Source: an optimization exercise on an open RTL-to-GDS flow (aim: small area). Production flows keep margins and buffers that such runs may drop.
Function was checked by simulation only, so behaviour that the tests miss may differ from the original.

## flow/design.v (module list and top-level ports; edited modules follow where they fit)
// module fir16_top: 793 lines
// module fir16_fa: 6 lines
// module fir16_ha: 6 lines
module fir16_top (clk, reset, sample_in, y_out);
  // ...
==> flow/flow/run.sh <==
#!/bin/bash
# Standard layout; only the port buffers are the smallest buffer cell.
set -euo pipefail
bash standard.sh 'BUFFER_PORTS_ARGS=-buffer_cell sky130_fd_sc_hd__buf_1' finish > standard_flow.log 2>&1
==> flow/standard.sh <==
#!/bin/bash
# synth_recipe.tcl (not shown) runs the flow's synth.tcl, then flattens the netlist and writes it again
# the make line also repeats each setting of config.mk as NAME=value (left out here)
make -C /OpenROAD-flow-scripts/flow DESIGN_CONFIG=/design/flow/config.mk WORK_HOME=/design/flow/orfs CLKGATE_MAP_FILE= SYNTH_SCRIPT=/design/flow/synth_recipe.tcl "${@:-finish}"
==> flow/config.mk <==
export PLATFORM = sky130hd
export DESIGN_NAME = fir16_top
export DESIGN_NICKNAME = fir16_top
export VERILOG_FILES = /design/flow/design.v
export SDC_FILE = /design/flow/constraint.sdc
export NUM_CORES = 4
export LEC_CHECK = 0
export CAP_MARGIN = 20
export CORE_MARGIN = 2
export CORE_UTILIZATION = 70
export CTS_BUF_LIST = sky130_fd_sc_hd__clkbuf_8
export CTS_CLUSTER_DIAMETER = 70
export CTS_CLUSTER_SIZE = 18
export SLEW_MARGIN = 20
export SYNTH_HIERARCHICAL = 1
export SYNTH_MINIMUM_KEEP_SIZE = 0
==> flow/constraint.sdc <==
create_clock -name core_clock -period 8.0 [get_ports {clk}]
set_input_delay 1.6000 -clock core_clock [delete_from_list [all_inputs] [get_ports {clk}]]
set_output_delay 1.6000 -clock core_clock [all_outputs]
set_load 0.01 [all_outputs]
==> results_dict.tcl, run 1 <==
set metrics [dict create \
    outcome "timing/DRC/antenna clean" \
    cp-endpoint "r_n921" \
    route.detailed.drc 0 \
    hold_path_startpoint "tap0[3]" \
    critPathSlowestCell "fa_2" \
    ys_warn_count 7 \
    synth.largest_area_cell "fa_1" \
    cpPeakStageDelay_ns 0.63 \
    drtPass1Iterations 4 \
    ioPinCount 54 \
    cts_resized 4 \
    grt_max_degree 77 \
    dieArea_sq_mm 0.0270 \
    wl_met3_um 1320 \
    numCtsBuffers 23 \
    row_count 58 \
    relSlewSlack_pct 36.2 \
    hold_buffers 0 \
    drt-met1-wl_um 13700 \
    die_h_um 164 \
    synth_nets 1595 \
    sh_seq_area_pct 36.4 \
    gr-max-usage-layer "met2" \
    r2r-start "tap14[0]" \
    synth_area_leaders "fa_1 (52%), dfrtp_1 (20%), dfxtp_1 (19%)" \
    use_met1_pct 39.0 \
    crit_family "adder cells" \
    cts_tree "yes" \
    cp-end-kind "flip-flop" \
    final_cell_mix "fa_1 (433), dfxtp_1 (167), inv_1 (165)" \
    crit_buf_inv 1 \
    async_flop_share_pct 46.3 \
    ys_seq_area_share_pct 38.6 \
    final_area_sq_mm 0.0191 \
    dr.first_iter.drc_count 448 \
    gp_congestion 0.907 \
    post_cts_buffers 0 \
    grt_pass1_vias 9327 \
]
==> run 2, diff against run 1 <==
--- a/flow/design.v
+++ b/flow/design.v
@@ -127,42 +127,40 @@
     reg r_n455;
     reg r_n475;
     reg r_n499;
     reg r_n527;
     reg r_n559;
     reg r_n595;
     reg r_n631;
     reg r_n669;
-    reg r_n709;
-    reg r_n710;
-    reg r_n749;
-    reg r_n750;
-    reg r_n787;
-    reg r_n788;
-    reg r_n823;
-    reg r_n824;
-    reg r_n859;
-    reg r_n891;
-    reg r_n921;
-    reg r_n922;
-    reg r_n945;
-    reg r_n946;
-    reg r_n967;
-    reg r_n985;
-    reg r_n986;
-    reg r_n999;
-    reg r_n1000;
-    reg r_n1009;
-    reg r_n1017;
+    reg r_n670;
+    reg r_n707;
+    reg r_n747;
+    reg r_n785;
+    reg r_n786;
+    reg r_n821;
+    reg r_n822;
+    reg r_n857;
+    reg r_n889;
+    reg r_n919;
+    reg r_n920;
+    reg r_n943;
+    reg r_n944;
+    reg r_n965;
+    reg r_n983;
+    reg r_n984;
+    reg r_n997;
+    reg r_n1007;
+    reg r_n1015;
+    reg r_n1016;
+    reg r_n1019;
     reg r_n1018;
-    reg r_n1021;
     reg r_n1020;
-    reg r_n1022;
-    reg r_n1023;
+    reg r_n1021;
     fir16_ha un1 (.a(tap1[0]), .b(tap16[0]), .s(n1), .co(n2));
     fir16_fa un3 (.a(tap1[1]), .b(tap16[1]), .c(n2), .s(n3), .co(n4));
     fir16_fa un5 (.a(tap1[2]), .b(tap16[2]), .c(n4), .s(n5), .co(n6));
     fir16_fa un7 (.a(tap1[3]), .b(tap16[3]), .c(n6), .s(n7), .co(n8));
     fir16_fa un9 (.a(tap1[4]), .b(tap16[4]), .c(n8), .s(n9), .co(n10));
     fir16_fa un11 (.a(tap1[5]), .b(tap16[5]), .c(n10), .s(n11), .co(n12));
     fir16_fa un13 (.a(tap1[6]), .b(tap16[6]), .c(n12), .s(n13), .co(n14));
     fir16_fa un15 (.a(tap1[7]), .b(tap16[7]), .c(n14), .s(n15), .co(n16));
@@ -520,278 +518,273 @@
     fir16_fa un693 (.a(n381), .b(n650), .c(~n687), .s(n693), .co(n694));
     fir16_fa un695 (.a(n345), .b(n689), .c(n654), .s(n695), .co(n696));
     fir16_fa un697 (.a(n656), .b(n312), .c(n693), .s(n697), .co(n698));
     fir16_fa un699 (.a(n652), .b(n691), .c(~n271), .s(n699), .co(n700));
     fir16_fa un701 (.a(n695), .b(n658), .c(n662), .s(n701), .co(n702));
     fir16_fa un703 (.a(n660), .b(~n697), .c(n699), .s(n703), .co(n704));
     fir16_fa un705 (.a(n664), .b(n701), .c(~n666), .s(n705), .co(n706));
     fir16_fa un707 (.a(~n703), .b(n668), .c(n705), .s(n707), .co(n708));
-    fir16_ha un709 (.a(~n707), .b(n670), .s(n709), .co(n710));
-    assign n711 = ~(n672 ^ ~n51);
-    assign n712 = n672 | ~n51;
-    fir16_fa un713 (.a(n179), .b(n273), .c(n315), .s(n713), .co(n714));
-    fir16_fa un715 (.a(n711), .b(n247), .c(n674), .s(n715), .co(n716));
-    fir16_fa un717 (.a(n155), .b(n676), .c(n277), .s(n717), .co(n718));
-    fir16_fa un719 (.a(n219), .b(n391), .c(~n713), .s(n719), .co(n720));
-    fir16_fa un721 (.a(n678), .b(n715), .c(n377), .s(n721), .co(n722));
-    fir16_fa un723 (.a(n16), .b(n208), .c(n176), .s(n723), .co(n724));
-    fir16_fa un725 (.a(n680), .b(n143), .c(n719), .s(n725), .co(n726));
-    fir16_fa un727 (.a(n240), .b(n717), .c(n281), .s(n727), .co(n728));
-    fir16_fa un729 (.a(n341), .b(n682), .c(n721), .s(n729), .co(n730));
-    fir16_fa un731 (.a(n684), .b(n686), .c(n723), .s(n731), .co(n732));
-    fir16_fa un733 (.a(n307), .b(n725), .c(n688), .s(n733), .co(n734));
-    fir16_fa un735 (.a(n727), .b(n690), .c(n383), .s(n735), .co(n736));
-    fir16_fa un737 (.a(n729), .b(n692), .c(~n731), .s(n737), .co(n738));
-    fir16_fa un739 (.a(n694), .b(n272), .c(n347), .s(n739), .co(n740));
-    fir16_fa un741 (.a(~n733), .b(n696), .c(n735), .s(n741), .co(n742));
-    fir16_fa un743 (.a(n737), .b(~n698), .c(n700), .s(n743), .co(n744));
-    fir16_fa un745 (.a(n739), .b(n741), .c(n702), .s(n745), .co(n746));
-    fir16_fa un747 (.a(n704), .b(n743), .c(~n745), .s(n747), .co(n748));
-    fir16_fa un749 (.a(n706), .b(~n747), .c(n708), .s(n749), .co(n750));
-    fir16_fa un751 (.a(n53), .b(n181), .c(n349), .s(n751), .co(n752));
-    fir16_fa un753 (.a(n145), .b(n712), .c(n249), .s(n753), .co(n754));
-    fir16_fa un755 (.a(n751), .b(n275), .c(n714), .s(n755), .co(n756));
-    fir16_fa un757 (.a(n753), .b(n716), .c(n221), .s(n757), .co(n758));
-    fir16_fa un759 (.a(n317), .b(n157), .c(n279), .s(n759), .co(n760));
-    fir16_fa un761 (.a(n393), .b(n720), .c(n80), .s(n761), .co(n762));
-    fir16_fa un763 (.a(n718), .b(n755), .c(~n144), .s(n763), .co(n764));
-    fir16_fa un765 (.a(n757), .b(n379), .c(n722), .s(n765), .co(n766));
-    fir16_fa un767 (.a(n759), .b(n724), .c(n763), .s(n767), .co(n768));
-    fir16_fa un769 (.a(n726), .b(n761), .c(n343), .s(n769), .co(n770));
-    fir16_fa un771 (.a(n283), .b(n728), .c(n732), .s(n771), .co(n772));
-    fir16_fa un773 (.a(n730), .b(n765), .c(n309), .s(n773), .co(n774));
-    fir16_fa un775 (.a(~n767), .b(n734), .c(n769), .s(n775), .co(n776));
-    fir16_fa un777 (.a(n348), .b(n385), .c(n736), .s(n777), .co(n778));
-    fir16_fa un779 (.a(n738), .b(~n771), .c(n773), .s(n779), .co(n780));
-    fir16_fa un781 (.a(n740), .b(n742), .c(n777), .s(n781), .co(n782));
-    fir16_fa un783 (.a(n775), .b(n779), .c(n744), .s(n783), .co(n784));
-    fir16_fa un785 (.a(n781), .b(n746), .c(~n783), .s(n785), .co(n786));
-    fir16_ha un787 (.a(n748), .b(~n785), .s(n787), .co(n788));
-    fir16_fa un789 (.a(n387), .b(n55), .c(n183), .s(n789), .co(n790));
-    fir16_fa un791 (.a(n752), .b(n351), .c(n789), .s(n791), .co(n792));
-    fir16_fa un793 (.a(n147), .b(n251), .c(n754), .s(n793), .co(n794));
-    fir16_fa un795 (.a(n277), .b(n791), .c(n756), .s(n795), .co(n796));
-    fir16_fa un797 (.a(n793), .b(n112), .c(n144), .s(n797), .co(n798));
-    fir16_fa un799 (.a(n319), .b(~n159), .c(n223), .s(n799), .co(n800));
-    fir16_fa un801 (.a(n281), .b(n760), .c(n795), .s(n801), .co(n802));
-    fir16_fa un803 (.a(n758), .b(n395), .c(n762), .s(n803), .co(n804));
-    fir16_fa un805 (.a(n797), .b(n381), .c(n766), .s(n805), .co(n806));
-    fir16_fa un807 (.a(n764), .b(n799), .c(n801), .s(n807), .co(n808));
-    fir16_fa un809 (.a(n803), .b(n345), .c(n770), .s(n809), .co(n810));
-    fir16_fa un811 (.a(n287), .b(n768), .c(n386), .s(n811), .co(n812));
-    fir16_fa un813 (.a(n805), .b(n311), .c(n774), .s(n813), .co(n814));
-    fir16_fa un815 (.a(n772), .b(n807), .c(~n776), .s(n815), .co(n816));
-    fir16_fa un817 (.a(n809), .b(n780), .c(n813), .s(n817), .co(n818));
-    fir16_fa un819 (.a(n811), .b(n778), .c(n815), .s(n819), .co(n820));
-    fir16_fa un821 (.a(n782), .b(~n817), .c(n819), .s(n821), .co(n822));
-    fir16_fa un823 (.a(~n784), .b(n821), .c(n786), .s(n823), .co(n824));
-    fir16_fa un825 (.a(n57), .b(n185), .c(n790), .s(n825), .co(n826));
-    fir16_fa un827 (.a(n389), .b(n353), .c(n792), .s(n827), .co(n828));
-    fir16_fa un829 (.a(n149), .b(n313), .c(n253), .s(n829), .co(n830));
-    fir16_fa un831 (.a(n794), .b(n208), .c(n176), .s(n831), .co(n832));
-    fir16_fa un833 (.a(n825), .b(n279), .c(n224), .s(n833), .co(n834));
-    fir16_fa un835 (.a(n240), .b(n160), .c(n829), .s(n835), .co(n836));
-    fir16_fa un837 (.a(n827), .b(n796), .c(n321), .s(n837), .co(n838));
-    fir16_fa un839 (.a(n833), .b(n800), .c(n283), .s(n839), .co(n840));
-    fir16_fa un841 (.a(n798), .b(n831), .c(n835), .s(n841), .co(n842));
-    fir16_fa un843 (.a(n397), .b(n802), .c(n837), .s(n843), .co(n844));
-    fir16_fa un845 (.a(n804), .b(n383), .c(n806), .s(n845), .co(n846));
-    fir16_fa un847 (.a(n291), .b(n839), .c(n808), .s(n847), .co(n848));
-    fir16_fa un849 (.a(n841), .b(n312), .c(n347), .s(n849), .co(n850));
-    fir16_fa un851 (.a(n843), .b(n812), .c(n847), .s(n851), .co(n852));
-    fir16_fa un853 (.a(n810), .b(n845), .c(n814), .s(n853), .co(n854));
-    fir16_fa un855 (.a(n849), .b(n853), .c(n818), .s(n855), .co(n856));
-    fir16_fa un857 (.a(n816), .b(n851), .c(n820), .s(n857), .co(n858));
-    fir16_fa un859 (.a(n822), .b(~n855), .c(n857), .s(n859), .co(n860));
-    fir16_fa un861 (.a(n349), .b(n151), .c(n315), .s(n861), .co(n862));
-    fir16_fa un863 (.a(n59), .b(n187), .c(n826), .s(n863), .co(n864));
-    fir16_fa un865 (.a(n391), .b(n355), .c(n863), .s(n865), .co(n866));
-    fir16_fa un867 (.a(~n861), .b(n828), .c(n255), .s(n867), .co(n868));
-    fir16_fa un869 (.a(n281), .b(n834), .c(n865), .s(n869), .co(n870));
-    fir16_fa un871 (.a(n830), .b(n832), .c(n836), .s(n871), .co(n872));
-    fir16_fa un873 (.a(n867), .b(n323), .c(n838), .s(n873), .co(n874));
-    fir16_fa un875 (.a(n287), .b(n869), .c(n399), .s(n875), .co(n876));
-    fir16_fa un877 (.a(~n840), .b(n842), .c(n871), .s(n877), .co(n878));
-    fir16_fa un879 (.a(n844), .b(n873), .c(~n348), .s(n879), .co(n880));
-    fir16_fa un881 (.a(n875), .b(n293), .c(n848), .s(n881), .co(n882));
-    fir16_fa un883 (.a(n385), .b(n846), .c(n877), .s(n883), .co(n884));
-    fir16_fa un885 (.a(n879), .b(n852), .c(n881), .s(n885), .co(n886));
-    fir16_fa un887 (.a(n850), .b(n883), .c(n854), .s(n887), .co(n888));
-    fir16_fa un889 (.a(~n885), .b(n887), .c(n856), .s(n889), .co(n890));
-    fir16_fa un891 (.a(n858), .b(~n889), .c(n860), .s(n891), .co(n892));
-    fir16_fa un893 (.a(n387), .b(n153), .c(n351), .s(n893), .co(n894));
-    fir16_fa un895 (.a(n862), .b(n317), .c(n893), .s(n895), .co(n896));
-    fir16_fa un897 (.a(n61), .b(n189), .c(n864), .s(n897), .co(n898));
-    fir16_fa un899 (.a(n393), .b(n256), .c(~n895), .s(n899), .co(n900));
-    fir16_fa un901 (.a(n357), .b(n897), .c(n866), .s(n901), .co(n902));
-    fir16_fa un903 (.a(n868), .b(n899), .c(n283), .s(n903), .co(n904));
-    fir16_fa un905 (.a(n901), .b(n870), .c(n327), .s(n905), .co(n906));
-    fir16_fa un907 (.a(n400), .b(n874), .c(n291), .s(n907), .co(n908));
-    fir16_fa un909 (.a(n903), .b(n876), .c(n905), .s(n909), .co(n910));
-    fir16_fa un911 (.a(n872), .b(n386), .c(n878), .s(n911), .co(n912));
-    fir16_fa un913 (.a(n294), .b(n907), .c(n880), .s(n913), .co(n914));
-    fir16_fa un915 (.a(n909), .b(n882), .c(~n911), .s(n915), .co(n916));
-    fir16_fa un917 (.a(n913), .b(n886), .c(n915), .s(n917), .co(n918));
-    fir16_fa un919 (.a(n884), .b(n888), .c(n890), .s(n919), .co(n920));
-    fir16_fa un921 (.a(n917), .b(~n919), .c(n892), .s(n921), .co(n922));
-    fir16_fa un923 (.a(n389), .b(n155), .c(n894), .s(n923), .co(n924));
-    fir16_fa un925 (.a(n353), .b(n319), .c(n923), .s(n925), .co(n926));
-    fir16_fa un927 (.a(n896), .b(n63), .c(n191), .s(n927), .co(n928));
-    fir16_fa un929 (.a(n898), .b(n395), .c(n900), .s(n929), .co(n930));
-    fir16_fa un931 (.a(n925), .b(~n359), .c(n927), .s(n931), .co(n932));
-    fir16_fa un933 (.a(n902), .b(n287), .c(n929), .s(n933), .co(n934));
-    fir16_fa un935 (.a(n904), .b(n906), .c(n329), .s(n935), .co(n936));
-    fir16_fa un937 (.a(n933), .b(n908), .c(n293), .s(n937), .co(n938));
-    fir16_fa un939 (.a(~n931), .b(n910), .c(n935), .s(n939), .co(n940));
-    fir16_fa un941 (.a(~n912), .b(n914), .c(n937), .s(n941), .co(n942));
-    fir16_fa un943 (.a(n939), .b(n916), .c(n941), .s(n943), .co(n944));
-    fir16_fa un945 (.a(n918), .b(n943), .c(~n920), .s(n945), .co(n946));
-    assign n947 = ~(n391 ^ n157);
-    assign n948 = n391 | n157;
-    fir16_fa un949 (.a(n924), .b(n355), .c(n64), .s(n949), .co(n950));
-    fir16_fa un951 (.a(n192), .b(n947), .c(n321), .s(n951), .co(n952));
-    fir16_fa un953 (.a(n926), .b(n949), .c(n928), .s(n953), .co(n954));
-    fir16_fa un955 (.a(n397), .b(n951), .c(~n930), .s(n955), .co(n956));
-    fir16_fa un957 (.a(n363), .b(n291), .c(n330), .s(n957), .co(n958));
-    fir16_fa un959 (.a(n953), .b(n932), .c(n955), .s(n959), .co(n960));
-    fir16_fa un961 (.a(n934), .b(n294), .c(n957), .s(n961), .co(n962));
-    fir16_fa un963 (.a(n936), .b(~n959), .c(n938), .s(n963), .co(n964));
-    fir16_fa un965 (.a(n961), .b(n940), .c(n963), .s(n965), .co(n966));
-    fir16_fa un967 (.a(n942), .b(n965), .c(n944), .s(n967), .co(n968));
-    assign n969 = ~(n393 ^ n948);
-    assign n970 = n393 | n948;
-    fir16_fa un971 (.a(n969), .b(n357), .c(n950), .s(n971), .co(n972));
-    fir16_fa un973 (.a(~n159), .b(n323), .c(n952), .s(n973), .co(n974));
-    fir16_fa un975 (.a(n971), .b(n954), .c(n399), .s(n975), .co(n976));
-    fir16_fa un977 (.a(n973), .b(n956), .c(~n365), .s(n977), .co(n978));
-    fir16_fa un979 (.a(~n975), .b(n293), .c(n958), .s(n979), .co(n980));
-    fir16_fa un981 (.a(n960), .b(n977), .c(~n962), .s(n981), .co(n982));
-    fir16_fa un983 (.a(n979), .b(n964), .c(~n981), .s(n983), .co(n984));
-    fir16_fa un985 (.a(n966), .b(n983), .c(n968), .s(n985), .co(n986));
-    fir16_fa un987 (.a(~n160), .b(n970), .c(n395), .s(n987), .co(n988));
-    fir16_fa un989 (.a(n359), .b(n972), .c(n987), .s(n989), .co(n990));
-    fir16_fa un991 (.a(n327), .b(n400), .c(n974), .s(n991), .co(n992));
-    fir16_fa un993 (.a(~n366), .b(n989), .c(n976), .s(n993), .co(n994));
-    fir16_fa un995 (.a(~n294), .b(n991), .c(n978), .s(n995), .co(n996));
-    fir16_fa un997 (.a(n993), .b(~n980), .c(n995), .s(n997), .co(n998));
-    fir16_fa un999 (.a(n982), .b(n997), .c(~n984), .s(n999), .co(n1000));
-    assign n1001 = ~(~n397 ^ n988);
-    assign n1002 = ~n397 | n988;
-    fir16_fa un1003 (.a(n363), .b(n1001), .c(n990), .s(n1003), .co(n1004));
-    fir16_fa un1005 (.a(n329), .b(n992), .c(n1003), .s(n1005), .co(n1006));
-    fir16_fa un1007 (.a(n994), .b(n996), .c(n1005), .s(n1007), .co(n1008));
-    fir16_ha un1009 (.a(n998), .b(n1007), .s(n1009), .co(n1010));
-    assign n1011 = ~(n1002 ^ ~n399);
-    assign n1012 = n1002 | ~n399;
-    fir16_fa un1013 (.a(n330), .b(n365), .c(n1011), .s(n1013), .co(n1014));
-    fir16_fa un1015 (.a(n1004), .b(n1013), .c(n1006), .s(n1015), .co(n1016));
-    fir16_fa un1017 (.a(n1008), .b(n1015), .c(n1010), .s(n1017), .co(n1018));
-    fir16_fa un1019 (.a(~n400), .b(n366), .c(n1012), .s(n1019), .co(n1020));
-    fir16_fa un1021 (.a(n1014), .b(n1019), .c(n1016), .s(n1021), .co(n1022));
-    assign n1023 = 1'b1;
-    fir16_ha un1024 (.a(~r_n710), .b(r_n749), .s(n1024), .co(n1025));
-    fir16_fa un1026 (.a(r_n750), .b(~r_n787), .c(n1025), .s(n1026), .co(n1027));
-    fir16_fa un1028 (.a(~r_n788), .b(r_n823), .c(n1027), .s(n1028), .co(n1029));
-    fir16_fa un1030 (.a(r_n824), .b(r_n859), .c(n1029), .s(n1030), .co(n1031));
-    fir16_ha un1032 (.a(r_n891), .b(n1031), .s(n1032), .co(n1033));
-    fir16_ha un1034 (.a(r_n921), .b(n1033), .s(n1034), .co(n1035));
-    fir16_fa un1036 (.a(r_n922), .b(r_n945), .c(n1035), .s(n1036), .co(n1037));
-    fir16_fa un1038 (.a(r_n946), .b(r_n967), .c(n1037), .s(n1038), .co(n1039));
-    fir16_ha un1040 (.a(r_n985), .b(n1039), .s(n1040), .co(n1041));
-    fir16_fa un1042 (.a(r_n986), .b(~r_n999), .c(n1041), .s(n1042), .co(n1043));
-    fir16_fa un1044 (.a(r_n1000), .b(r_n1009), .c(~n1043), .s(n1044), .co(n1045));
-    assign n1046 = r_n1017 ^ n1045;
-    assign n1047 = ~(r_n1017 | n1045);
-    fir16_fa un1048 (.a(r_n1018), .b(r_n1021), .c(~n1047), .s(n1048), .co(n1049));
-    fir16_fa un1050 (.a(r_n1020), .b(r_n1022), .c(n1049), .s(n1050), .co(n1051));
-    assign n1052 = r_n1023 ^ n1051;
-    assign n1053 = ~(r_n1023 | n1051);
-    wire [28:0] y = {n1052, ~n1050, ~n1048, n1046, ~n1044, n1042, n1040, n1038, n1036, n1034, n1032, n1030, n1028, n1026, n1024, ~r_n709, ~r_n669, ~r_n631, ~r_n595, ~r_n559, ~r_n527, ~r_n499, ~r_n475, ~r_n455, ~r_n437, ~r_n423, ~r_n411, r_n403, ~r_n33};
+    assign n709 = ~(n672 ^ ~n51);
+    assign n710 = n672 | ~n51;
+    fir16_fa un711 (.a(n179), .b(n273), .c(n315), .s(n711), .co(n712));
+    fir16_fa un713 (.a(n709), .b(n247), .c(n674), .s(n713), .co(n714));
+    fir16_fa un715 (.a(n155), .b(n676), .c(n277), .s(n715), .co(n716));
+    fir16_fa un717 (.a(n219), .b(n391), .c(~n711), .s(n717), .co(n718));
+    fir16_fa un719 (.a(n678), .b(n713), .c(n377), .s(n719), .co(n720));
+    fir16_fa un721 (.a(n16), .b(n208), .c(n176), .s(n721), .co(n722));
+    fir16_fa un723 (.a(n680), .b(n143), .c(n717), .s(n723), .co(n724));
+    fir16_fa un725 (.a(n240), .b(n715), .c(n281), .s(n725), .co(n726));
+    fir16_fa un727 (.a(n341), .b(n682), .c(n719), .s(n727), .co(n728));
+    fir16_fa un729 (.a(n684), .b(n686), .c(n721), .s(n729), .co(n730));
+    fir16_fa un731 (.a(n307), .b(n723), .c(n688), .s(n731), .co(n732));
+    fir16_fa un733 (.a(n725), .b(n690), .c(n383), .s(n733), .co(n734));
+    fir16_fa un735 (.a(n727), .b(n692), .c(~n729), .s(n735), .co(n736));
+    fir16_fa un737 (.a(n694), .b(n272), .c(n347), .s(n737), .co(n738));
+    fir16_fa un739 (.a(~n731), .b(n696), .c(n733), .s(n739), .co(n740));
+    fir16_fa un741 (.a(n735), .b(~n698), .c(n700), .s(n741), .co(n742));
+    fir16_fa un743 (.a(n737), .b(n739), .c(n702), .s(n743), .co(n744));
+    fir16_fa un745 (.a(n704), .b(n741), .c(~n743), .s(n745), .co(n746));
+    fir16_fa un747 (.a(n706), .b(~n745), .c(n708), .s(n747), .co(n748));
+    fir16_fa un749 (.a(n53), .b(n181), .c(n349), .s(n749), .co(n750));
+    fir16_fa un751 (.a(n145), .b(n710), .c(n249), .s(n751), .co(n752));
+    fir16_fa un753 (.a(n749), .b(n275), .c(n712), .s(n753), .co(n754));
+    fir16_fa un755 (.a(n751), .b(n714), .c(n221), .s(n755), .co(n756));
+    fir16_fa un757 (.a(n317), .b(n157), .c(n279), .s(n757), .co(n758));
+    fir16_fa un759 (.a(n393), .b(n718), .c(n80), .s(n759), .co(n760));
+    fir16_fa un761 (.a(n716), .b(n753), .c(~n144), .s(n761), .co(n762));
+    fir16_fa un763 (.a(n755), .b(n379), .c(n720), .s(n763), .co(n764));
+    fir16_fa un765 (.a(n757), .b(n722), .c(n761), .s(n765), .co(n766));
+    fir16_fa un767 (.a(n724), .b(n759), .c(n343), .s(n767), .co(n768));
+    fir16_fa un769 (.a(n283), .b(n726), .c(n730), .s(n769), .co(n770));
+    fir16_fa un771 (.a(n728), .b(n763), .c(n309), .s(n771), .co(n772));
+    fir16_fa un773 (.a(~n765), .b(n732), .c(n767), .s(n773), .co(n774));
+    fir16_fa un775 (.a(n348), .b(n385), .c(n734), .s(n775), .co(n776));
+    fir16_fa un777 (.a(n736), .b(~n769), .c(n771), .s(n777), .co(n778));
+    fir16_fa un779 (.a(n738), .b(n740), .c(n775), .s(n779), .co(n780));
+    fir16_fa un781 (.a(n773), .b(n777), .c(n742), .s(n781), .co(n782));
+    fir16_fa un783 (.a(n779), .b(n744), .c(~n781), .s(n783), .co(n784));
+    fir16_fa un785 (.a(~n746), .b(n783), .c(n748), .s(n785), .co(n786));
+    fir16_fa un787 (.a(n387), .b(n55), .c(n183), .s(n787), .co(n788));
+    fir16_fa un789 (.a(n750), .b(n351), .c(n787), .s(n789), .co(n790));
+    fir16_fa un791 (.a(n147), .b(n251), .c(n752), .s(n791), .co(n792));
+    fir16_fa un793 (.a(n277), .b(n789), .c(n754), .s(n793), .co(n794));
+    fir16_fa un795 (.a(n791), .b(n112), .c(n144), .s(n795), .co(n796));
+    fir16_fa un797 (.a(n319), .b(~n159), .c(n223), .s(n797), .co(n798));
+    fir16_fa un799 (.a(n281), .b(n758), .c(n793), .s(n799), .co(n800));
+    fir16_fa un801 (.a(n756), .b(n395), .c(n760), .s(n801), .co(n802));
+    fir16_fa un803 (.a(n795), .b(n381), .c(n764), .s(n803), .co(n804));
+    fir16_fa un805 (.a(n762), .b(n797), .c(n799), .s(n805), .co(n806));
+    fir16_fa un807 (.a(n801), .b(n345), .c(n768), .s(n807), .co(n808));
+    fir16_fa un809 (.a(n287), .b(n766), .c(n386), .s(n809), .co(n810));
+    fir16_fa un811 (.a(n803), .b(n311), .c(n772), .s(n811), .co(n812));
+    fir16_fa un813 (.a(n770), .b(n805), .c(~n774), .s(n813), .co(n814));
+    fir16_fa un815 (.a(n807), .b(n778), .c(n811), .s(n815), .co(n816));
+    fir16_fa un817 (.a(n809), .b(n776), .c(n813), .s(n817), .co(n818));
+    fir16_fa un819 (.a(n780), .b(~n815), .c(n817), .s(n819), .co(n820));
+    fir16_fa un821 (.a(~n782), .b(n819), .c(n784), .s(n821), .co(n822));
+    fir16_fa un823 (.a(n57), .b(n185), .c(n788), .s(n823), .co(n824));
+    fir16_fa un825 (.a(n389), .b(n353), .c(n790), .s(n825), .co(n826));
+    fir16_fa un827 (.a(n149), .b(n313), .c(n253), .s(n827), .co(n828));
+    fir16_fa un829 (.a(n792), .b(n208), .c(n176), .s(n829), .co(n830));
+    fir16_fa un831 (.a(n823), .b(n279), .c(n224), .s(n831), .co(n832));
+    fir16_fa un833 (.a(n240), .b(n160), .c(n827), .s(n833), .co(n834));
+    fir16_fa un835 (.a(n825), .b(n794), .c(n321), .s(n835), .co(n836));
+    fir16_fa un837 (.a(n831), .b(n798), .c(n283), .s(n837), .co(n838));
+    fir16_fa un839 (.a(n796), .b(n829), .c(n833), .s(n839), .co(n840));
+    fir16_fa un841 (.a(n397), .b(n800), .c(n835), .s(n841), .co(n842));
+    fir16_fa un843 (.a(n802), .b(n383), .c(n804), .s(n843), .co(n844));
+    fir16_fa un845 (.a(n291), .b(n837), .c(n806), .s(n845), .co(n846));
+    fir16_fa un847 (.a(n839), .b(n312), .c(n347), .s(n847), .co(n848));
+    fir16_fa un849 (.a(n841), .b(n810), .c(n845), .s(n849), .co(n850));
+    fir16_fa un851 (.a(n808), .b(n843), .c(n812), .s(n851), .co(n852));
+    fir16_fa un853 (.a(n847), .b(n851), .c(n816), .s(n853), .co(n854));
+    fir16_fa un855 (.a(n814), .b(n849), .c(n818), .s(n855), .co(n856));
+    fir16_fa un857 (.a(n820), .b(~n853), .c(n855), .s(n857), .co(n858));
+    fir16_fa un859 (.a(n349), .b(n151), .c(n315), .s(n859), .co(n860));
+    fir16_fa un861 (.a(n59), .b(n187), .c(n824), .s(n861), .co(n862));
+    fir16_fa un863 (.a(n391), .b(n355), .c(n861), .s(n863), .co(n864));
+    fir16_fa un865 (.a(~n859), .b(n826), .c(n255), .s(n865), .co(n866));
+    fir16_fa un867 (.a(n281), .b(n832), .c(n863), .s(n867), .co(n868));
+    fir16_fa un869 (.a(n828), .b(n830), .c(n834), .s(n869), .co(n870));
+    fir16_fa un871 (.a(n865), .b(n323), .c(n836), .s(n871), .co(n872));
+    fir16_fa un873 (.a(n287), .b(n867), .c(n399), .s(n873), .co(n874));
+    fir16_fa un875 (.a(~n838), .b(n840), .c(n869), .s(n875), .co(n876));
+    fir16_fa un877 (.a(n842), .b(n871), .c(~n348), .s(n877), .co(n878));
+    fir16_fa un879 (.a(n873), .b(n293), .c(n846), .s(n879), .co(n880));
+    fir16_fa un881 (.a(n385), .b(n844), .c(n875), .s(n881), .co(n882));
+    fir16_fa un883 (.a(n877), .b(n850), .c(n879), .s(n883), .co(n884));
+    fir16_fa un885 (.a(n848), .b(n881), .c(n852), .s(n885), .co(n886));
+    fir16_fa un887 (.a(~n883), .b(n885), .c(n854), .s(n887), .co(n888));
+    fir16_fa un889 (.a(n856), .b(~n887), .c(n858), .s(n889), .co(n890));
+    fir16_fa un891 (.a(n387), .b(n153), .c(n351), .s(n891), .co(n892));
+    fir16_fa un893 (.a(n860), .b(n317), .c(n891), .s(n893), .co(n894));
+    fir16_fa un895 (.a(n61), .b(n189), .c(n862), .s(n895), .co(n896));
+    fir16_fa un897 (.a(n393), .b(n256), .c(~n893), .s(n897), .co(n898));
+    fir16_fa un899 (.a(n357), .b(n895), .c(n864), .s(n899), .co(n900));
+    fir16_fa un901 (.a(n866), .b(n897), .c(n283), .s(n901), .co(n902));
+    fir16_fa un903 (.a(n899), .b(n868), .c(n327), .s(n903), .co(n904));
+    fir16_fa un905 (.a(n400), .b(n872), .c(n291), .s(n905), .co(n906));
+    fir16_fa un907 (.a(n901), .b(n874), .c(n903), .s(n907), .co(n908));
+    fir16_fa un909 (.a(n870), .b(n386), .c(n876), .s(n909), .co(n910));
+    fir16_fa un911 (.a(n294), .b(n905), .c(n878), .s(n911), .co(n912));
+    fir16_fa un913 (.a(n907), .b(n880), .c(~n909), .s(n913), .co(n914));
+    fir16_fa un915 (.a(n911), .b(n884), .c(n913), .s(n915), .co(n916));
+    fir16_fa un917 (.a(n882), .b(n886), .c(n888), .s(n917), .co(n918));
+    fir16_fa un919 (.a(n915), .b(~n917), .c(n890), .s(n919), .co(n920));
+    fir16_fa un921 (.a(n389), .b(n155), .c(n892), .s(n921), .co(n922));
+    fir16_fa un923 (.a(n353), .b(n319), .c(n921), .s(n923), .co(n924));
+    fir16_fa un925 (.a(n894), .b(n63), .c(n191), .s(n925), .co(n926));
+    fir16_fa un927 (.a(n896), .b(n395), .c(n898), .s(n927), .co(n928));
+    fir16_fa un929 (.a(n923), .b(~n359), .c(n925), .s(n929), .co(n930));
+    fir16_fa un931 (.a(n900), .b(n287), .c(n927), .s(n931), .co(n932));
+    fir16_fa un933 (.a(n902), .b(n904), .c(n329), .s(n933), .co(n934));
+    fir16_fa un935 (.a(n931), .b(n906), .c(n293), .s(n935), .co(n936));
+    fir16_fa un937 (.a(~n929), .b(n908), .c(n933), .s(n937), .co(n938));
+    fir16_fa un939 (.a(~n910), .b(n912), .c(n935), .s(n939), .co(n940));
+    fir16_fa un941 (.a(n937), .b(n914), .c(n939), .s(n941), .co(n942));
+    fir16_fa un943 (.a(n916), .b(n941), .c(~n918), .s(n943), .co(n944));
+    assign n945 = ~(n391 ^ n157);
+    assign n946 = n391 | n157;
+    fir16_fa un947 (.a(n922), .b(n355), .c(n64), .s(n947), .co(n948));
+    fir16_fa un949 (.a(n192), .b(n945), .c(n321), .s(n949), .co(n950));
+    fir16_fa un951 (.a(n924), .b(n947), .c(n926), .s(n951), .co(n952));
+    fir16_fa un953 (.a(n397), .b(n949), .c(~n928), .s(n953), .co(n954));
+    fir16_fa un955 (.a(n363), .b(n291), .c(n330), .s(n955), .co(n956));
+    fir16_fa un957 (.a(n951), .b(n930), .c(n953), .s(n957), .co(n958));
+    fir16_fa un959 (.a(n932), .b(n294), .c(n955), .s(n959), .co(n960));
+    fir16_fa un961 (.a(n934), .b(~n957), .c(n936), .s(n961), .co(n962));
+    fir16_fa un963 (.a(n959), .b(n938), .c(n961), .s(n963), .co(n964));
+    fir16_fa un965 (.a(n940), .b(n963), .c(n942), .s(n965), .co(n966));
+    assign n967 = ~(n393 ^ n946);
+    assign n968 = n393 | n946;
+    fir16_fa un969 (.a(n967), .b(n357), .c(n948), .s(n969), .co(n970));
+    fir16_fa un971 (.a(~n159), .b(n323), .c(n950), .s(n971), .co(n972));
+    fir16_fa un973 (.a(n969), .b(n952), .c(n399), .s(n973), .co(n974));
+    fir16_fa un975 (.a(n971), .b(n954), .c(~n365), .s(n975), .co(n976));
+    fir16_fa un977 (.a(~n973), .b(n293), .c(n956), .s(n977), .co(n978));
+    fir16_fa un979 (.a(n958), .b(n975), .c(~n960), .s(n979), .co(n980));
+    fir16_fa un981 (.a(n977), .b(n962), .c(~n979), .s(n981), .co(n982));
+    fir16_fa un983 (.a(n964), .b(n981), .c(n966), .s(n983), .co(n984));
+    fir16_fa un985 (.a(~n160), .b(n968), .c(n395), .s(n985), .co(n986));
+    fir16_fa un987 (.a(n359), .b(n970), .c(n985), .s(n987), .co(n988));
+    fir16_fa un989 (.a(n327), .b(n400), .c(n972), .s(n989), .co(n990));
+    fir16_fa un991 (.a(~n366), .b(n987), .c(n974), .s(n991), .co(n992));
+    fir16_fa un993 (.a(~n294), .b(n989), .c(n976), .s(n993), .co(n994));
+    fir16_fa un995 (.a(n991), .b(~n978), .c(n993), .s(n995), .co(n996));
+    fir16_fa un997 (.a(n980), .b(n995), .c(~n982), .s(n997), .co(n998));
+    assign n999 = ~(~n397 ^ n986);
+    assign n1000 = ~n397 | n986;
+    fir16_fa un1001 (.a(n363), .b(n999), .c(n988), .s(n1001), .co(n1002));
+    fir16_fa un1003 (.a(n329), .b(n990), .c(n1001), .s(n1003), .co(n1004));
+    fir16_fa un1005 (.a(n992), .b(n994), .c(n1003), .s(n1005), .co(n1006));
+    fir16_fa un1007 (.a(n996), .b(n1005), .c(n998), .s(n1007), .co(n1008));
+    assign n1009 = ~(n1000 ^ ~n399);
+    assign n1010 = n1000 | ~n399;
+    fir16_fa un1011 (.a(n330), .b(n365), .c(n1009), .s(n1011), .co(n1012));
+    fir16_fa un1013 (.a(n1002), .b(n1011), .c(n1004), .s(n1013), .co(n1014));
+    fir16_fa un1015 (.a(n1006), .b(n1013), .c(n1008), .s(n1015), .co(n1016));
+    fir16_fa un1017 (.a(~n400), .b(n366), .c(n1010), .s(n1017), .co(n1018));
+    fir16_fa un1019 (.a(n1012), .b(n1017), .c(n1014), .s(n1019), .co(n1020));
+    assign n1021 = 1'b1;
+    fir16_ha un1022 (.a(~r_n670), .b(r_n707), .s(n1022), .co(n1023));
+    fir16_ha un1024 (.a(r_n747), .b(n1023), .s(n1024), .co(n1025));
+    fir16_ha un1026 (.a(r_n785), .b(n1025), .s(n1026), .co(n1027));
+    fir16_fa un1028 (.a(r_n786), .b(r_n821), .c(n1027), .s(n1028), .co(n1029));
+    fir16_fa un1030 (.a(r_n822), .b(r_n857), .c(n1029), .s(n1030), .co(n1031));
+    fir16_ha un1032 (.a(r_n889), .b(n1031), .s(n1032), .co(n1033));
+    fir16_ha un1034 (.a(r_n919), .b(n1033), .s(n1034), .co(n1035));
+    fir16_fa un1036 (.a(r_n920), .b(r_n943), .c(n1035), .s(n1036), .co(n1037));
+    fir16_fa un1038 (.a(r_n944), .b(r_n965), .c(n1037), .s(n1038), .co(n1039));
+    fir16_ha un1040 (.a(r_n983), .b(n1039), .s(n1040), .co(n1041));
+    fir16_fa un1042 (.a(r_n984), .b(~r_n997), .c(n1041), .s(n1042), .co(n1043));
+    fir16_ha un1044 (.a(~r_n1007), .b(n1043), .s(n1044), .co(n1045));
+    fir16_ha un1046 (.a(~r_n1015), .b(n1045), .s(n1046), .co(n1047));
+    fir16_fa un1048 (.a(r_n1016), .b(r_n1019), .c(~n1047), .s(n1048), .co(n1049));
+    fir16_fa un1050 (.a(r_n1018), .b(r_n1020), .c(n1049), .s(n1050), .co(n1051));
+    assign n1052 = r_n1021 ^ n1051;
+    assign n1053 = ~(r_n1021 | n1051);
+    wire [28:0] y = {n1052, ~n1050, ~n1048, n1046, n1044, n1042, n1040, n1038, n1036, n1034, n1032, n1030, n1028, n1026, n1024, n1022, ~r_n669, ~r_n631, ~r_n595, ~r_n559, ~r_n527, ~r_n499, ~r_n475, ~r_n455, ~r_n437, ~r_n423, ~r_n411, r_n403, ~r_n33};
     always @(posedge clk) begin
         if (reset) begin
             r_n33 <= 1'b1;
             r_n403 <= 1'b0;
             r_n411 <= 1'b1;
             r_n423 <= 1'b1;
             r_n437 <= 1'b1;
             r_n455 <= 1'b1;
             r_n475 <= 1'b1;
             r_n499 <= 1'b1;
             r_n527 <= 1'b1;
             r_n559 <= 1'b1;
             r_n595 <= 1'b1;
             r_n631 <= 1'b1;
             r_n669 <= 1'b1;
-            r_n709 <= 1'b1;
-            r_n710 <= 1'b1;
-            r_n749 <= 1'b0;
-            r_n750 <= 1'b0;
-            r_n787 <= 1'b1;
-            r_n788 <= 1'b1;
-            r_n823 <= 1'b0;
-            r_n824 <= 1'b0;
-            r_n859 <= 1'b0;
-            r_n891 <= 1'b0;
-            r_n921 <= 1'b0;
-            r_n922 <= 1'b0;
-            r_n945 <= 1'b0;
-            r_n946 <= 1'b0;
-            r_n967 <= 1'b0;
-            r_n985 <= 1'b0;
-            r_n986 <= 1'b0;
-            r_n999 <= 1'b1;
-            r_n1000 <= 1'b1;
-            r_n1009 <= 1'b1;
-            r_n1017 <= 1'b1;
+            r_n670 <= 1'b1;
+            r_n707 <= 1'b0;
+            r_n747 <= 1'b0;
+            r_n785 <= 1'b0;
+            r_n786 <= 1'b0;
+            r_n821 <= 1'b0;
+            r_n822 <= 1'b0;
+            r_n857 <= 1'b0;
+            r_n889 <= 1'b0;
+            r_n919 <= 1'b0;
+            r_n920 <= 1'b0;
+            r_n943 <= 1'b0;
+            r_n944 <= 1'b0;
+            r_n965 <= 1'b0;
+            r_n983 <= 1'b0;
+            r_n984 <= 1'b0;
+            r_n997 <= 1'b1;
+            r_n1007 <= 1'b1;
+            r_n1015 <= 1'b1;
+            r_n1016 <= 1'b1;
+            r_n1019 <= 1'b1;
             r_n1018 <= 1'b1;
-            r_n1021 <= 1'b1;
             r_n1020 <= 1'b1;
-            r_n1022 <= 1'b1;
-            r_n1023 <= 1'b1;
+            r_n1021 <= 1'b1;
         end else begin
             r_n33 <= ~n33;
             r_n403 <= ~n403;
             r_n411 <= ~n411;
             r_n423 <= ~n423;
             r_n437 <= ~n437;
             r_n455 <= ~n455;
             r_n475 <= ~n475;
             r_n499 <= ~n499;
             r_n527 <= ~n527;
             r_n559 <= ~n559;
             r_n595 <= ~n595;
             r_n631 <= ~n631;
             r_n669 <= ~n669;
-            r_n709 <= ~n709;
-            r_n710 <= ~n710;
-            r_n749 <= ~n749;
-            r_n750 <= ~n750;
-            r_n787 <= ~n787;
-            r_n788 <= ~n788;
-            r_n823 <= ~n823;
-            r_n824 <= ~n824;
-            r_n859 <= ~n859;
-            r_n891 <= ~n891;
-            r_n921 <= ~n921;
-            r_n922 <= ~n922;
-            r_n945 <= ~n945;
-            r_n946 <= ~n946;
-            r_n967 <= ~n967;
-            r_n985 <= ~n985;
-            r_n986 <= ~n986;
-            r_n999 <= ~n999;
-            r_n1000 <= ~n1000;
-            r_n1009 <= ~n1009;
-            r_n1017 <= ~n1017;
+            r_n670 <= ~n670;
+            r_n707 <= ~n707;
+            r_n747 <= ~n747;
+            r_n785 <= ~n785;
+            r_n786 <= ~n786;
+            r_n821 <= ~n821;
+            r_n822 <= ~n822;
+            r_n857 <= ~n857;
+            r_n889 <= ~n889;
+            r_n919 <= ~n919;
+            r_n920 <= ~n920;
+            r_n943 <= ~n943;
+            r_n944 <= ~n944;
+            r_n965 <= ~n965;
+            r_n983 <= ~n983;
+            r_n984 <= ~n984;
+            r_n997 <= ~n997;
+            r_n1007 <= ~n1007;
+            r_n1015 <= ~n1015;
+            r_n1016 <= ~n1016;
+            r_n1019 <= ~n1019;
             r_n1018 <= ~n1018;
-            r_n1021 <= ~n1021;
             r_n1020 <= ~n1020;
-            r_n1022 <= ~n1022;
-            r_n1023 <= ~n1023;
+            r_n1021 <= ~n1021;
         end
     end
     assign y_out = {{7{y[28]}}, y};
 endmodule
 module fir16_fa (a, b, c, s, co);
     input a, b, c;
     output s, co;
     assign s = a ^ b ^ c;
==> results_dict.tcl, run 2 <==
set metrics [dict create \
    viasPerCell 5.25 \
    cts_root_buffer "clkbuf_8" \
    worst_pin_slew_ns 0.870 \
    outcome "timing/DRC/antenna clean" \
    dr.first_iter.drc_count 396 \
    layout_commonest_cell "fa_1" \
    netlist.area_leader.share_pct 51.9 \
    start_util_pct 71.4 \
    ys_seq_area_share_pct 38.3 \
    numPortBuffers 53 \
    cts_tree "yes" \
    grt_max_degree 77 \
    row_count 58 \
    clock_path_buffers 3 \
    async_flop_share_pct 46.6 \
    drtAntennaViolNets 0 \
    place_hpwl_um 30200 \
    required_ns 8.42 \
    cts_num_sinks 309 \
    route.detailed.drc 0 \
    synth.avg_cell_area_sq_um 17.3 \
    crit_fanout 2 \
    area.growth.synth_to_final_pct 6.23 \
    numCtsBuffers 21 \
    cp_cell_sequence "ha_1 -> fa_1 -> fa_2 -> fa_1 -> fa_1 -> fa_1 -> fa_1 -> fa_1 -> fa_1 -> fa_1 -> fa_1 -> fa_1 -> fa_1 -> fa_1 -> inv_1 -> fa_1 -> inv_1 -> fa_1 -> fa_1 -> nor2_1" \
    fill_cells 1542 \
    overflow 0 \
    fin_crit_ns 7.81 \
    setup_viol 0 \
    synth_edf_count 0 \
    synthSimpleGateAreaFrac_pct 1.57 \
    synth_area_leaders "fa_1 (52%), dfrtp_1 (20%), dfxtp_1 (18%)" \
    path_class "reg -> reg" \
    crit_path_frequent_cell "fa_1" \
    grt_pass1_wl_um 53800 \
    finalMaxSlewViolations 0 \
    synth_compound_area_share_pct 0 \
    synthMuxAreaShare_pct 0 \
    cp-start-kind "flip-flop" \
    placed_area_sq_mm 0.0186 \
    synthTopCellsByCount "fa_1 (468), dfxtp_1 (165), inv_1 (147)" \
    synth_area_sq_mm 0.0180 \
    final_area_sq_mm 0.0192 \
    cpPeakStageDelay_ns 0.53 \
    ys_warn_count 7 \
    gp_congestion 0.934 \
    dieArea_sq_mm 0.0271 \
    critPathSlowestCell "fa_1" \
    drt_wl_total_um 33900 \
    nets 1664 \
    synth-main-ff-cell "dfxtp_1" \
    cp-end-kind "flip-flop" \
    die_h_um 165 \
    grt_usage_pct 28.2 \
    fmax_mhz 128 \
    hold_viol 0 \
    ioPinCount 54 \
    num_vias 7695 \
    grt_pass1_vias 9527 \
    dpl_worst_slack_ns -0.129 \
    drtPass1Iterations 4 \
    synth.distinct_cells 11 \
    synth_top_family_by_area "adder cells" \
    htreeDepth 1 \
    antenna_found_initial 0 \
    ys_seq_elements 309 \
    antenna_cells 0 \
    relSlewSlack_pct 42.0 \
    clk_transition_reported_paths_ns 0.11 \
    die_w_um 165 \
    timing.final.ws_setup_ns 0.188 \
    final_cell_mix "fa_1 (423), dfxtp_1 (165), inv_1 (158)" \
    synth_xor_area_share_pct 0.0485 \
    drive_gt1_share_pct 9.95 \
    cp_data_arrival_time_ns 8.23 \
    post_drt_wl_per_cell_um 23.1 \
    synthAdderAreaFrac_pct 55.9 \
    syn-instance-count 1044 \
    hp-class "reg -> reg" \
    clock-skew-final_ns 0.0213 \
    finalSetupTns_ns 0 \
    drv_cap 0 \
    yosysMostFrequentCell "fa_1" \
    min_period_over_period_pct 97.7 \
    clk_latency_ns 0.57 \
    synth_nets 1587 \
    core_sq_mm 0.0253 \
    synth.largest_area_cell "fa_1" \
]
-- run 2: path summary, 6_finish.rpt --
check | startpoint | end | slack [ns] | cells past startpoint
worst max-delay path | tap14[0] | r_n785 | 0.19 | 20
worst min-delay path | tap0[1] | tap1[1] | 0.35 | 0
worst max register to register | tap14[0] | r_n785 | 0.19 | 20
worst min register to register | tap0[1] | tap1[1] | 0.35 | 0
max in group asynchronous | reset | tap12[15] | 4.91 | 3
min in group asynchronous | reset | tap4[0] | 1.70 | 2
-- run 2: Yosys stat by module (local to each module, per instance) --
module | times used | cells | area, sq um | flip-flops and latches
fir16_fa | 468 | 1 | 20.0 | 0
fir16_top | 1 | 537 | 8190 | 309
fir16_ha | 39 | 1 | 12.5 | 0
-- run 2: per-layer routing --
layer / track usage [%] / part of all wire [%] / up-vias
li1: - / - / 3206
met1: 39.1 / 40 / 4248
met2: 47.5 / 52 / 178
met3: 3.87 / 4.0 / 63
met4: 9.17 / 3.7 / 0
met5: 0 / 0 / -
-- run 2: repair_timing --
item / CTS / global route
gates cloned: 0 / 0
endpoints found under the setup margin: 4 / 5
pin swaps: 4 / 7
hold buffers: 0 / 0
gates resized for setup: 17 / 29
setup buffers: 1 / 5
-- run 2: final cells by class --
cell class                      instances  area [sq um]  area share, %
Sequential cell                       309          6910           36.0
Clock inverter                         17           100          0.522
Inverter                              147           557           2.90
Timing Repair Buffer                   80           415           2.17
Multi-Input combinational cell        562         10500           54.7
Clock buffer                           21           289           1.51
Tap cell                              330           413           2.15
-- run 2: stage by stage --
stage | instances | hold slack [ns] | util (%)
global placement | 1422 | 0.324 | 73.7
finish | 1466 | 0.350 | 75.9
floorplan | 1044 | 0.324 | -
detailed placement | 1422 | 0.329 | 73.7
global route | 1466 | 0.353 | 75.9
CTS | 1461 | 0.350 | 75.4
-- run 2: critical path, delay by kind of cell, from the launching register on --
family                     cells  cell delay [ns]
adders and majority gates     17             7.14
and+or+nand+nor                1             0.04
DFF                            1             0.39
buffers and inverters          2             0.10
-- run 2: kinds of logic after synthesis --
group / Yosys count
simple gates: 36
xor+xnor: 1
fa+ha+maj: 525
flops: 309
buf+inv: 173

-- static timing again, ports no longer ideal --
The results above use ideal ports. As a check the final layouts listed here were re-extracted and re-timed, cells and wires unchanged. Step 1, drivers: a clkbuf_16 drives clk and a buf_2 each remaining input, both assumed. Step 2 also shifts input and output timing later by t, the mid clock arrival at the registers, as if the neighbouring blocks saw the same clock. Three values: ideal, step 1, step 2; two values: the first two.
| run | t, ns | setup WS [ns] | latest minus earliest clock arrival (ns) |
|---|---|---|---|
| run 1 | 0.595 | 0.187 / 0.187 / 0.187 | 0.030 / 0.031 |
| run 2 | 0.598 | 0.188 / 0.188 / 0.188 | 0.026 / 0.026 |
After both steps setup and hold are still met in every run listed.
